From an optimization exercise on the open Yosys and OpenROAD flow, aimed at small area and a short achievable clock period; shortcuts taken in it are not production practice.
Function was checked by simulation only, so behaviour that the tests miss may differ from the original.

$ cat design/flow/design.v
module cordic_unit
    #(
        parameter WIDTH = 24
    )
    (
        input  logic                clk,
        input  logic                rst_n,
        input  signed [WIDTH - 1:0] x_i,
        input  signed [WIDTH - 1:0] y_i,
        input  signed [WIDTH - 1:0] z_i,
        input  logic  [4:0]         shift_i,
        input  signed [WIDTH - 1:0] tan_table_i,
        output signed [WIDTH - 1:0] x_o,
        output signed [WIDTH - 1:0] y_o,
        output signed [WIDTH - 1:0] z_o
    );
    logic signed [WIDTH - 1 : 0] x_ff;
    logic signed [WIDTH - 1 : 0] y_ff;
    logic signed [WIDTH - 1 : 0] z_ff;
    always_ff @(posedge clk, negedge rst_n) begin
        if (!rst_n) begin
            x_ff <= 0;
            y_ff <= 0;
            z_ff <= 0;
        end else begin
            x_ff <= x_i;
            y_ff <= y_i;
            z_ff <= z_i;
        end
    end
    assign x_o = z_ff[WIDTH - 1] ? x_ff + (y_ff >>> shift_i) : x_ff - (y_ff >>> shift_i);
    assign y_o = z_ff[WIDTH - 1] ? y_ff - (x_ff >>> shift_i) : y_ff + (x_ff >>> shift_i);
    assign z_o = z_ff[WIDTH - 1] ? z_ff + tan_table_i        : z_ff - tan_table_i;
endmodule
module cordic
    #(
        parameter ITERATIONS = 16,
        parameter WIDTH      = 16
    )
    (
        input  logic              clk,
        input  logic              rst_n,
        input  signed [WIDTH-1:0] angle_i,
        output signed [WIDTH-1:0] sine_o,
        output signed [WIDTH-1:0] cosine_o
    );
    function automatic logic [31:0] ANGLE_TAN_TABLE(input integer n);
      case (n)
         0: ANGLE_TAN_TABLE = 32'h2000_0000;  
         1: ANGLE_TAN_TABLE = 32'h12E4_051D;  
         2: ANGLE_TAN_TABLE = 32'h09FB_385B;  
         3: ANGLE_TAN_TABLE = 32'h0511_11D4;  
         4: ANGLE_TAN_TABLE = 32'h028B_0D43;  
         5: ANGLE_TAN_TABLE = 32'h0145_d7e1;  
         6: ANGLE_TAN_TABLE = 32'h00a2_f61e;  
         7: ANGLE_TAN_TABLE = 32'h0051_7c55;  
         8: ANGLE_TAN_TABLE = 32'h0028_be53;  
         9: ANGLE_TAN_TABLE = 32'h0014_5f2e;  
        10: ANGLE_TAN_TABLE = 32'h000a_2f98;  
        11: ANGLE_TAN_TABLE = 32'h0005_17cc;  
        12: ANGLE_TAN_TABLE = 32'h0002_8be6;  
        13: ANGLE_TAN_TABLE = 32'h0001_45f3;  
        14: ANGLE_TAN_TABLE = 32'h0000_a2f9;  
        15: ANGLE_TAN_TABLE = 32'h0000_517c;  
        16: ANGLE_TAN_TABLE = 32'h0000_28be;  
        17: ANGLE_TAN_TABLE = 32'h0000_145f;  
        18: ANGLE_TAN_TABLE = 32'h0000_0a2f;  
        19: ANGLE_TAN_TABLE = 32'h0000_0517;  
        20: ANGLE_TAN_TABLE = 32'h0000_028b;  
        21: ANGLE_TAN_TABLE = 32'h0000_0145;  
        22: ANGLE_TAN_TABLE = 32'h0000_00a2;  
        23: ANGLE_TAN_TABLE = 32'h0000_0051;  
        24: ANGLE_TAN_TABLE = 32'h0000_0028;  
        25: ANGLE_TAN_TABLE = 32'h0000_0014;  
        26: ANGLE_TAN_TABLE = 32'h0000_000a;  
        27: ANGLE_TAN_TABLE = 32'h0000_0005;  
        28: ANGLE_TAN_TABLE = 32'h0000_0002;  
        29: ANGLE_TAN_TABLE = 32'h0000_0001;  
        30: ANGLE_TAN_TABLE = 32'h0000_0000;  
        31: ANGLE_TAN_TABLE = 32'h0000_0000;  
        default: ANGLE_TAN_TABLE = 32'h0000_0000;
      endcase
    endfunction
    logic signed            [31:0] START_POINT_X;
    localparam logic signed [31:0] START_POINT_Y = 32'h0000_0000;
    generate
      case(WIDTH) 
        16: assign START_POINT_X = 32'h4db7_0000;
        17: assign START_POINT_X = 32'h4db7_8000;
        18: assign START_POINT_X = 32'h4db8_8000;
        19: assign START_POINT_X = 32'h4db9_8000;
        20: assign START_POINT_X = 32'h4dba_2000;
        21: assign START_POINT_X = 32'h4dba_4000;
        22: assign START_POINT_X = 32'h4dba_4800;
        23: assign START_POINT_X = 32'h4dba_5e00;
        24: assign START_POINT_X = 32'h4dba_6800;
        25: assign START_POINT_X = 32'h4dba_7300;
        26: assign START_POINT_X = 32'h4dba_7480;
        27: assign START_POINT_X = 32'h4dba_75c0;
        28: assign START_POINT_X = 32'h4dba_7650;
        29: assign START_POINT_X = 32'h4dba_7690;
        30: assign START_POINT_X = 32'h4dba_76b0;
        31: assign START_POINT_X = 32'h4dba_76c1;
        32: assign START_POINT_X = 32'h4dba_76c9;
      endcase
    endgenerate
    logic signed [WIDTH - 1 : 0] x_s, y_s;
    logic signed [WIDTH-1:0]      x_w [ITERATIONS-1:0];
    logic signed [WIDTH-1:0]      y_w [ITERATIONS-1:0];
    logic signed [WIDTH-1:0]      z_w [ITERATIONS-1:0];
    logic        [1:0]            quadrant;
    logic        [WIDTH - 1 : 0]  x_ff;
    logic        [WIDTH - 1 : 0]  y_ff;
    logic        [WIDTH - 1 : 0]  z_ff;
    assign x_s = START_POINT_X[31:31-WIDTH+1];
    assign y_s = START_POINT_Y[31:31-WIDTH+1];
    assign quadrant = angle_i[WIDTH - 1:WIDTH - 2];
    always_ff @(posedge clk, negedge rst_n) begin 
      if(!rst_n) begin
        x_ff <= 0;
        y_ff <= 0;
        z_ff <= 0;
      end
      else begin
        case(quadrant)
          2'b00, 2'b11:
          begin
            x_ff <= x_s;
            y_ff <= y_s;
            z_ff <= angle_i;
          end
          2'b01:
          begin
            x_ff <= -y_s;
            y_ff <= x_s;
            z_ff <= {2'b00,angle_i[WIDTH-3:0]};  
          end
          2'b10:
          begin
            x_ff <= y_s;
            y_ff <= -x_s;
            z_ff <= {2'b11,angle_i[WIDTH-3:0]};  
          end
          default: 
          begin
            x_ff <= 0;
            y_ff <= 0;
            z_ff <= 0;
          end
        endcase
      end
    end
    genvar i;
    generate
      for (i = 0; i < ITERATIONS; i++) begin
        if(i==0) begin
          cordic_unit #(.WIDTH(WIDTH))
          inst0(
              .clk(clk),
              .rst_n(rst_n),
              .x_i(x_ff),
              .y_i(y_ff),
              .z_i(z_ff),
              .shift_i(5'b00000),
              .tan_table_i(WIDTH'(ANGLE_TAN_TABLE(0) >> (32-WIDTH))),
              .x_o(x_w[0]),
              .y_o(y_w[0]),
              .z_o(z_w[0])
          );
        end
        else begin
          cordic_unit #(.WIDTH(WIDTH))
          inst_i(
              .clk(clk),
              .rst_n(rst_n),
              .x_i(x_w[i-1]),
              .y_i(y_w[i-1]),
              .z_i(z_w[i-1]),
              .shift_i(i[4:0]),
              .tan_table_i(WIDTH'(ANGLE_TAN_TABLE(i) >> (32-WIDTH))),
              .x_o(x_w[i]),
              .y_o(y_w[i]),
              .z_o(z_w[i])
          );
        end
      end
    endgenerate
    assign sine_o   = y_w[ITERATIONS-1] ;
    assign cosine_o = x_w[ITERATIONS-1] ;
endmodule
module cordic_angle_acc
    #(
        parameter FREQ_START  = 1000000,
        parameter CLK_FREQ    = 100000000,
        parameter ANGLE_WIDTH = 24,
        parameter PARAM_WIDTH = 32
    )
    (
        input  logic                     clk,
        input  logic                     rst_n,
        input  logic [7:0]               freq_i,
        output logic [ANGLE_WIDTH-1:0]   angle_o
    );
    localparam logic [2*PARAM_WIDTH-1:0] basic_inc  = ((2**PARAM_WIDTH - 1) << (PARAM_WIDTH));
    localparam logic [2*PARAM_WIDTH-1:0] basic_step = basic_inc / CLK_FREQ * FREQ_START;
    logic [7:0]               freq,  next_freq;
    logic [PARAM_WIDTH-1:0]   angle, next_angle;
    logic [2*PARAM_WIDTH-1:0] step;
    assign step = basic_step * freq_i;  
    assign angle_o = angle[PARAM_WIDTH-1:PARAM_WIDTH-ANGLE_WIDTH];
    always_ff @(posedge clk, negedge rst_n) begin
        if(!rst_n) begin
            angle <= 0;
        end else begin
            angle <= angle + step[2*PARAM_WIDTH-1:PARAM_WIDTH];
        end
    end
endmodule
module ddfs (
    input  logic        clk,
    input  logic        rst_n,
    input  logic [7:0]  freq_i,
    output logic [15:0] sine_o,
    output logic [15:0] cosine_o
);
    logic [15:0] angle;
    cordic_angle_acc #(.ANGLE_WIDTH(16), .PARAM_WIDTH(32), .CLK_FREQ(330000000), .FREQ_START(1000000))
    ANG_ACC (
        .clk     (clk),
        .rst_n   (rst_n),
        .freq_i  (freq_i),
        .angle_o (angle)
    );
    cordic #(.ITERATIONS(16), .WIDTH(16))
    CORDIC_CORE (
        .clk      (clk),
        .rst_n    (rst_n),
        .angle_i  (angle),
        .sine_o   (sine_o),
        .cosine_o (cosine_o)
    );
endmodule
$ cat design/flow/run.sh
#!/bin/bash
# synth_recipe.tcl (not shown) runs the flow's synth.tcl, then flattens the netlist and writes it again
# the make line also repeats each setting of config.mk as NAME=value (left out here)
make -C /OpenROAD-flow-scripts/flow DESIGN_CONFIG=/design/flow/config.mk WORK_HOME=/design/flow/orfs CLKGATE_MAP_FILE= SYNTH_SCRIPT=/design/flow/synth_recipe.tcl finish
$ cat design/flow/config.mk
export PLATFORM = sky130hd
export DESIGN_NAME = ddfs
export DESIGN_NICKNAME = ddfs
export VERILOG_FILES = /design/flow/design.v
export SDC_FILE = /design/flow/constraint.sdc
export NUM_CORES = 4
export LEC_CHECK = 0
export CAP_MARGIN = 20
export CORE_MARGIN = 2
export CORE_UTILIZATION = 45
export PLACE_DENSITY = 0.6
export SLEW_MARGIN = 20
$ cat design/flow/constraint.sdc
create_clock -name core_clock -period 8.0 [get_ports {clk}]
set_input_delay 1.6000 -clock core_clock [delete_from_list [all_inputs] [get_ports {clk}]]
set_output_delay 1.6000 -clock core_clock [all_outputs]
set_load 0.01 [all_outputs]
==> flow_summary.yaml <==
outcome:
  outcome: "timing/DRC/antenna clean"
finish:
  finish.instance_area_um2: 64800
  layout-drive-gt1-share: 0.0778
  final_cell_count_no_fill: 8118
  flow.area_growth_from_synthesis_pct: 12.1
  antennaDiodeCount: 0
  design.final.nets: 7336
setup_path:
  timing.critical_path.from_type: "primary input"
  cp_slowest_cell: "sky130_fd_sc_hd__fa_1"
  path_class: "primary input to flop"
  rr_worst_depth: 12
  crit_arrival_ns: 8.20
  ff2ff_setup_slack_ns: 3.91
  critical_path_required_ns: 8.58
  rr_startpoint: "CORDIC_CORE.genblk2[11].genblk1.inst_i.z_ff[15]$_DFF_PN0_"
  max_stage_delay_ns: 0.54
  worstSetupEndpointType: "flop"
  cp_common_cell: "sky130_fd_sc_hd__fa_1"
  r2r-end: "CORDIC_CORE.genblk2[12].genblk1.inst_i.x_ff[15]$_DFF_PN0_"
  crit_path_max_fanout: 5
  critPathCapture: "ANG_ACC.angle[29]$_DFF_PN0_"
  critical_path.startpoint: "freq_i[5]"
synthesis:
  yosysMostFrequentCell: "sky130_fd_sc_hd__ha_1"
  netlist_area_um2: 57800
  synth_top_flop_cell: "sky130_fd_sc_hd__dfrtp_1"
  synthArstFlopShare: 1.00
  synth.top_cells.by_count: "840 x sky130_fd_sc_hd__ha_1, 761 x sky130_fd_sc_hd__dfrtp_1, 571 x sky130_fd_sc_hd__xnor2_1"
  synthesis.instances: 6092
  edff_count_synth: 0
  seq_area_frac_synth: 0.329
  synth.avg_cell_area_um2: 9.49
  library_cell_occupying_the_most_area_in_the_post_synthesis_netlist: "sky130_fd_sc_hd__dfrtp_1"
  leading_cell_types_by_total_area_after_synthesis: "sky130_fd_sc_hd__dfrtp_1 33%, sky130_fd_sc_hd__ha_1 18%, sky130_fd_sc_hd__xnor2_1 8.6%"
  yosys_register_bits: 761
  ys_types: 85
  yosys.area.top_type_share: 0.329
  synthesis.yosys.warnings: 6
  postSynthNetCount: 7036
place:
  place.detailed.hpwl_um: 106000
  gp_congestion: 0.915
  buffer_ports.inserted: 41
  dp.cells: 7958
  placed_cell_area_um2: 61800
detailed_routing:
  first_pass_iters: 5
  antenna_left: 0
  routed_via_density: 5.45
  drc_errors: 0
  post_detailed_route_wirelength_per_cell_um: 16.4
  wl_um: 133000
  initialDrtViolationCount: 2489
  route.vias.total: 44246
floorplan:
  die_y_um: 362
  design.portCount: 42
  die-area_um2: 131000
  number_of_core_rows: 131
  die_width_um: 362
  core_area_um2: 128000
  start_util: 0.454
timing:
  setup_total_negative_slack_ns: 0
  worst_slew_pin_slew_ns: 1.07
  setup_viol: 0
  final_min_period_over_clock_period: 0.952
  timing.max_slew.rel_slack: 0.284
  hold_ws_ns: 0.342
  hold_viol: 0
  fmaxAchievable_mhz: 131
  worst_clock_skew_ns: 0.0306
  final_max_slew_viol_count: 0
  timing.final.crit_period_ns: 7.61
clock_tree:
  cts_root_buf: "sky130_fd_sc_hd__clkbuf_16"
  clk_transition_reported_paths_ns: 0.06
  cts_hold_buf: 0
  clock_sinks: 761
  tritoncts: "yes"
  ctsHtreeMaxLevel: 3
  cts-buffers-inserted: 90
  worstSkewPairLatency_ns: 0.71
  maximum_root_to_sink_buffer_count: 3
flow_run:
  drv.max_cap_violation_count: 0
global_route:
  number_of_antenna_violations_at_the_first_check_in_global_routing: 5
  grt_remaining_overflow: 0
  grt_max_degree: 175
  first_global_vias: 44094
  global_route.usage.total: 0.204
  grt_pass1_wl_um: 221000
min_path:
  holdCritPathClass: "flop to flop"
-- layer usage --
| metal | vias up | global-route usage | wire length (µm) |
|---|---|---|---|
| met2 | 589 | 0.358 | 64800 |
| met4 | 0 | 0.0529 | 2850 |
| met1 | 21188 | 0.267 | 61600 |
| met5 | - | 0 | 0 |
| li1 | 22303 | - | - |
| met3 | 166 | 0.0237 | 4000 |
-- cell usage in the layout, fill, tap and decap left out, types with 20 or more instances in the layout --
cell / count
sky130_fd_sc_hd__xor2_1: 186
sky130_fd_sc_hd__nor2b_1: 86
sky130_fd_sc_hd__or2_2: 45
sky130_fd_sc_hd__nand2_1: 264
sky130_fd_sc_hd__nand2b_1: 58
sky130_fd_sc_hd__a211o_1: 43
sky130_fd_sc_hd__xnor2_1: 570
sky130_fd_sc_hd__a21oi_1: 479
sky130_fd_sc_hd__dfrtp_1: 761
sky130_fd_sc_hd__fa_1: 94
sky130_fd_sc_hd__clkbuf_1: 20
sky130_fd_sc_hd__mux2_2: 20
sky130_fd_sc_hd__o21bai_1: 61
sky130_fd_sc_hd__o21ai_0: 196
sky130_fd_sc_hd__o31ai_1: 29
sky130_fd_sc_hd__nor4_1: 25
sky130_fd_sc_hd__o21ai_1: 45
sky130_fd_sc_hd__inv_1: 415
sky130_fd_sc_hd__nor2_1: 554
sky130_fd_sc_hd__nand3_1: 133
sky130_fd_sc_hd__o21a_1: 86
sky130_fd_sc_hd__a21o_1: 121
sky130_fd_sc_hd__a211oi_1: 57
sky130_fd_sc_hd__and3_1: 90
sky130_fd_sc_hd__o41ai_1: 29
sky130_fd_sc_hd__a31oi_1: 63
sky130_fd_sc_hd__mux2i_1: 32
sky130_fd_sc_hd__clkbuf_16: 91
sky130_fd_sc_hd__nor3_1: 265
sky130_fd_sc_hd__buf_4: 221
sky130_fd_sc_hd__nand4_1: 29
sky130_fd_sc_hd__or3_1: 55
sky130_fd_sc_hd__ha_1: 839
sky130_fd_sc_hd__clkdlybuf4s50_1: 39
sky130_fd_sc_hd__a31o_2: 29
sky130_fd_sc_hd__and2_1: 24
-- how the worst min path moves through the flow --
stage | cells after the start | slack [ns] | start | endpoint
after detailed placement | 0 | 0.34 | CORDIC_CORE.z_ff[14]$_DFF_PN0_ | CORDIC_CORE.genblk2[0].genblk1.inst0.z_ff[14]$_DFF_PN0_
final | 0 | 0.34 | CORDIC_CORE.genblk2[12].genblk1.inst_i.z_ff[0]$_DFF_PN0_ | CORDIC_CORE.genblk2[13].genblk1.inst_i.z_ff[0]$_DFF_PN0_
after global routing | 0 | 0.35 | CORDIC_CORE.z_ff[7]$_DFF_PN0_ | CORDIC_CORE.genblk2[0].genblk1.inst0.z_ff[7]$_DFF_PN0_
after floorplan | 0 | 0.33 | CORDIC_CORE.x_ff[11]$_DFF_PN0_ | CORDIC_CORE.genblk2[0].genblk1.inst0.x_ff[11]$_DFF_PN0_
after global placement | 0 | 0.33 | CORDIC_CORE.genblk2[12].genblk1.inst_i.z_ff[0]$_DFF_PN0_ | CORDIC_CORE.genblk2[13].genblk1.inst_i.z_ff[0]$_DFF_PN0_
after CTS | 0 | 0.35 | CORDIC_CORE.z_ff[7]$_DFF_PN0_ | CORDIC_CORE.genblk2[0].genblk1.inst0.z_ff[7]$_DFF_PN0_
-- critical path: cells and delay by family --
| kind | cells | cell delay [ns] |
|---|---|---|
| xor gates and xnor gates | 3 | 0.46 |
| adders and majority gates | 6 | 2.52 |
| and+or+nand+nor | 7 | 1.12 |
| buffers and inverters | 5 | 0.79 |
| AOI/OAI and AO/OA | 9 | 1.67 |
-- layout make-up --
cell class	count	area, µm²
flip-flops and latches	761	19000
clock buffers	126	2560
fillers	11779	62700
clock inverters	30	317
well taps	1662	2080
repair buffers	267	2170
inverters	417	1570
multi-input cells	4855	37100
-- repair_timing --
item	4_1_cts	5_1_grt
buffers inserted	0	4
resized for setup	2	21
endpoints found under the hold margin	0	0
gates cloned	0	0
endpoints found under the setup margin	2	11
pin swaps	0	8
-- flip-flops by register name, summed over array words and instances (netlist names) --
name                                     count
CORDIC_CORE.genblk2.genblk1.inst_i.y_ff    240
CORDIC_CORE.genblk2.genblk1.inst_i.x_ff    239
CORDIC_CORE.genblk2.genblk1.inst_i.z_ff    210
ANG_ACC.angle                               32
CORDIC_CORE.genblk2.genblk1.inst0.z_ff      16
CORDIC_CORE.z_ff                            16
CORDIC_CORE.genblk2.genblk1.inst0.y_ff       3
CORDIC_CORE.y_ff                             3
CORDIC_CORE.genblk2.genblk1.inst0.x_ff       1
CORDIC_CORE.x_ff                             1
-- per-stage QoR --
stage	util	setup slack [ns]
6_report	0.508	0.387
2_1_floorplan	-	0.551
3_5_place_dp	0.485	-0.817
5_1_grt	0.508	-0.0258
4_1_cts	0.507	0.0164
3_3_place_gp	0.485	-0.653
-- logic make-up (layout without fill, tap and decap cells) --
group,count (synthesis),count (layout),share of synthesized area
simple gates,1689,1689,0.141
xor+xnor,759,759,0.115
buf+inv,476,840,0.0311
mux,52,52,0.00943
flops,761,761,0.329
fa+ha+maj,934,934,0.214
compound gates,1421,1421,0.160

==> port drivers added, routing unchanged <==
The results above use ideal ports. As a check the final layout listed here was re-extracted and re-timed, cells and wires unchanged. Step 1 sets driving cells, clkbuf_16 on the clock port and buf_2 on the other inputs (assumed; they add their load-dependent delay and slew). Step 2 moves the port delays by t, midway between the first and last clock arrival at a register: inputs arrive t later, outputs are due t later. That takes back most of the time a late clock gives input paths. Slacks: ideal / step 1 / step 2; pairs: ideal / step 1.
t (ns): 0.772
setup WS [ns]: 0.387 / 0.444 / -0.328
worst hold slack (ns): 0.342 / 0.342 / 0.342
With both steps, setup timing fails in this run, where it was met with ideal ports. For this run, drivers alone change the setup slack by +0.057 ns; drivers and shift together by -0.715 ns.
